What follows belongs to an exercise in optimizing a design on an open flow for small area; a production flow would make more cautious choices. At most, simulation tests tie the RTL to the original design; equivalence was not proved. The clock port is modelled as an ideal driver; clocking choices that lean on that would not hold on a real chip. Power and IR drop assume default switching activity.

v6:
## top
module top (
    input logic clk,
    input logic rst_n,
    input logic [15:0] dvsr,
    input logic Rx_din,
    input logic rd_uart,
    input logic wr_uart,
    input logic [7:0] wr_data,
    output logic [7:0] rd_data,
    output logic Tx_dout,
    output logic Rx_full,
    output logic Rx_empty,
    output logic Tx_full,
    output logic parity_error,
    output logic framing_error
);
For scale: roughly 43 I/O pins, roughly 8100 µm² of cells after synthesis.
clock: 10.0 ns
lec_check: 0
cap_margin: 20
core_margin: 2
core_utilization: 70
place_density: 0.85
slew_margin: 20
standard.sh (not shown) runs the stock make flow with config.mk's settings and CLKGATE_MAP_FILE= SYNTH_SCRIPT=/design/flow/synth_recipe.tcl, a recipe that flattens the netlist after the stock synthesis.
==> flow/flow/run.sh <==
#!/bin/bash
# Standard layout, with 1x port buffers and a smaller clock tree without dummy loads.
set -e
export BUFFER_PORTS_ARGS="-buffer_cell sky130_fd_sc_hd__buf_1"
export CTS_ARGS="-sink_clustering_enable -repair_clock_nets -dont_use_dummy_load -buf_list sky130_fd_sc_hd__clkbuf_8"
bash standard.sh > standard.log 2>&1
In summary, v6 completed successfully, with a layout that passed the timing, design-rule and antenna checks.
Input changes introduced in v18 (baseline for comparison: v6):
-- flow/flow/run.sh --
<<< v6, line 2
# Standard layout, with 1x port buffers and a smaller clock tree without dummy loads.
>>> v18, line 2
# The standard layout with three changes:
#  - synthesis maps the logic with an area-oriented ABC script (flow/abc_map.script);
#    everything else in synthesis, and so every register, is as in the standard synthesis
#  - port buffers are buf_1
#  - the clock tree is built from clkbuf_8 without dummy loads
<<< v6, line 4
>>> v18, line 8
rm -rf scripts_area
cp -r "$FLOW_HOME/scripts" scripts_area
cp flow/abc_map.script scripts_area/abc_speed.script
SCRIPTS_DIR=$PWD/scripts_area bash standard.sh synth > synth.log 2>&1
==> flow/flow/abc_map.script (new file) <==
&get -n
&st
&dch
&nf -R 1000
&put
Notes after the runs:
Looking at number of non-clock buffers in the layout, v18 sits about 2.3% above v6.
Delta (v18 minus v6): combinational share of power has decreased; highest achievable clock rate rose about 5%; count of mapped cells out of synthesis has decreased.
Register-to-register setup slack for v18: 0.57 ns up relative to v6
Function was not checked in any run of this note: the RTL went through the layout flow alone.


top, a different RTL version from the one above (not shown whole).
For scale: about 520 cells after synthesis, about 200 flip-flops, about 43 I/O pins, ~7300 sq um of cells after synthesis.
Design top, start of the top module:
module top (
    input logic clk,
    input logic rst_n,
    input logic [15:0] dvsr,
    input logic Rx_din,
    input logic rd_uart,
    input logic wr_uart,
    input logic [7:0] wr_data,
    output logic [7:0] rd_data,
    output logic Tx_dout,
    output logic Rx_full,
    output logic Rx_empty,
    output logic Tx_full,
    output logic parity_error,
    output logic framing_error
);
clock: 10.0 ns
lec_check: 0
cap_margin: 20
core_margin: 2
core_utilization: 78
place_density: 0.92
slew_margin: 20
==> flow/flow/run.sh <==
#!/bin/bash
# The standard layout with these changes:
#  - synthesis maps all logic, adders included, with an area-oriented ABC script
#    (flow/abc_map.script) instead of ORFS's adder cells and speed script; everything
#    else in synthesis, and so every register, is as in the standard synthesis
#  - port buffers are buf_1
#  - the clock tree is built from clkbuf_4 without dummy loads, then buffers whose
#    sinks see a slow edge are upsized (flow/clk_fix.tcl)
set -e
rm -rf scripts_area
cp -r "$FLOW_HOME/scripts" scripts_area
cp flow/abc_map.script scripts_area/abc_speed.script
SCRIPTS_DIR=$PWD/scripts_area bash standard.sh ADDER_MAP_FILE= synth > synth.log 2>&1
export BUFFER_PORTS_ARGS="-buffer_cell sky130_fd_sc_hd__buf_1"
export CTS_ARGS="-sink_clustering_enable -repair_clock_nets -dont_use_dummy_load -buf_list sky130_fd_sc_hd__clkbuf_4"
export POST_CTS_TCL=$PWD/flow/clk_fix.tcl
bash standard.sh > standard.log 2>&1
==> flow/flow/clk_fix.tcl <==
set clk_slew_target 0.105
set next_size {sky130_fd_sc_hd__clkbuf_1 sky130_fd_sc_hd__clkbuf_2
               sky130_fd_sc_hd__clkbuf_2 sky130_fd_sc_hd__clkbuf_4
               sky130_fd_sc_hd__clkbuf_4 sky130_fd_sc_hd__clkbuf_8
               sky130_fd_sc_hd__clkbuf_8 sky130_fd_sc_hd__clkbuf_16}
set lib_cells {}
foreach {from to} $next_size { dict set lib_cells $from $to }

proc pin_slew { pin } {
  return [expr max([get_property $pin slew_max_rise], [get_property $pin slew_max_fall])]
}

set_propagated_clock [all_clocks]
for {set iter 0} {$iter < 40} {incr iter} {
  estimate_parasitics -placement
  set worst 0
  set worst_drv ""
  foreach inst [get_cells clkbuf_*] {
    set m [get_property $inst ref_name]
    if {![dict exists $lib_cells $m]} { continue }
    set out [get_pins -of_objects $inst -filter "direction==output"]
    set net [get_nets -of_objects $out]
    foreach p [get_pins -of_objects $net -filter "direction==input"] {
      set s [pin_slew $p]
      if {$s > $worst} { set worst $s; set worst_drv $inst }
    }
  }
  puts "clk_fix: iteration $iter worst sink slew [format %.1f [expr $worst * 1000]] ps at [get_full_name $worst_drv]"
  if {$worst <= $clk_slew_target || $worst_drv eq ""} { break }
  # upsize the driver, or the buffer feeding it when the driver's own input is slow
  set drv $worst_drv
  set in [get_pins -of_objects $drv -filter "direction==input"]
  set innet [get_nets -of_objects $in]
  set up [lindex [get_pins -of_objects $innet -filter "direction==output"] 0]
  if {$up ne "" && [pin_slew $in] > $clk_slew_target} {
    set updrv [get_cells -of_objects $up]
    if {[dict exists $lib_cells [get_property $updrv ref_name]]} { set drv $updrv }
  }
  set m [get_property $drv ref_name]
  puts "clk_fix: [get_full_name $drv] $m -> [dict get $lib_cells $m]"
  replace_cell $drv [dict get $lib_cells $m]
}
detailed_placement
check_placement -verbose
Other scripts of this flow, unchanged in this note and not shown: flow/flow/abc_map.script
Rerun with:
--- a/flow/flow/clk_fix.tcl
+++ b/flow/flow/clk_fix.tcl
@@ -1,2 +1,2 @@
-set clk_slew_target 0.105
+set clk_slew_target 0.110
 set next_size {sky130_fd_sc_hd__clkbuf_1 sky130_fd_sc_hd__clkbuf_2
CAP_MARGIN = 0   (was 20)
SLEW_MARGIN = 0   (was 20)
What happened: Cell area falls slightly. First-iteration DRC count climbs by a little under a tenth. Cell count does not change.
Rerun with:
--- a/flow/flow/clk_fix.tcl
+++ b/flow/flow/clk_fix.tcl
@@ -1,2 +1,2 @@
-set clk_slew_target 0.110
+set clk_slew_target 0.105
 set next_size {sky130_fd_sc_hd__clkbuf_1 sky130_fd_sc_hd__clkbuf_2
CAP_MARGIN = 20   (was 0)
GPL_TIMING_DRIVEN = 0   (was unset)
SLEW_MARGIN = 20   (was 0)
- non-clock buffer count shrinks by 3
- power increases by a few percent
- utilization came out higher by 0.82 points
- final cell count went down slightly
- critical path depth stays the same
- flip-flop and latch count does not change
Rerun with:
--- a/flow/flow/clk_fix.tcl
+++ b/flow/flow/clk_fix.tcl
@@ -1,2 +1,2 @@
-set clk_slew_target 0.105
+set clk_slew_target 0.110
 set next_size {sky130_fd_sc_hd__clkbuf_1 sky130_fd_sc_hd__clkbuf_2
CAP_MARGIN = 0   (was 20)
CORE_UTILIZATION = 80   (was 78)
GPL_TIMING_DRIVEN = unset   (was 0)
PLACE_DENSITY = 0.95   (was 0.92)
SLEW_MARGIN = 0   (was 20)
What happened: The new run went through all stages and came out clean; wire length came out higher by roughly a tenth; via count rises by a few percent; clock power came out higher slightly; sequential power is about the same; clock-buffer cell count is unchanged.
Rerun with:
CORE_UTILIZATION = 85   (was 80)
The changed run stopped in 4_1_cts, error DPL-0033.
Synthesized cell count is unchanged.
Synthesized area does not change.

## separate check: timing with driven ports
No port has a modelled driver above. Below, the same layouts with a new extraction and two added sets of constraints. Step 1: set_driving_cell puts a clkbuf_16 on clk and a buf_2 on each other input, an assumption about the parent block. Step 2 adds t to the input delays and takes it off the output delays; t is the mean of the earliest and latest rising clock arrival at the registers after step 1. Input paths then give back, and output paths get back, about the clock's delay inside the block. a / b / c = ideal / step 1 / step 2; a / b = the first two.
run | t, ns | setup slack, ns | worst setup path after step 2 | worst register clock-pin slew, ns | worst data-port slew with drivers (ns)
v6 | 0.477 | 5.760 / 5.723 / 5.673 | input to register | 0.09 / 0.09 | 0.04
v18 | 0.479 | 5.967 / 5.931 / 5.642 | input to register | 0.09 / 0.09 | 0.04
the first run of note 2 | 0.410 | 6.373 / 6.332 / 6.418 | input to register | 0.11 / 0.11 | 0.04
the second run of note 2 | 0.408 | 6.381 / 6.341 / 6.453 | input to register | 0.11 / 0.11 | 0.03
the third run of note 2 | 0.414 | 5.779 / 5.736 / 6.150 | register to output | 0.10 / 0.10 | 0.05
the fourth run of note 2 | 0.422 | 6.312 / 6.272 / 6.338 | input to register | 0.12 / 0.12 | 0.05
After both steps setup and hold are still met in every run listed. For v18, which loses most, drivers alone change the setup slack by -0.036 ns; drivers and shift together by -0.325 ns.
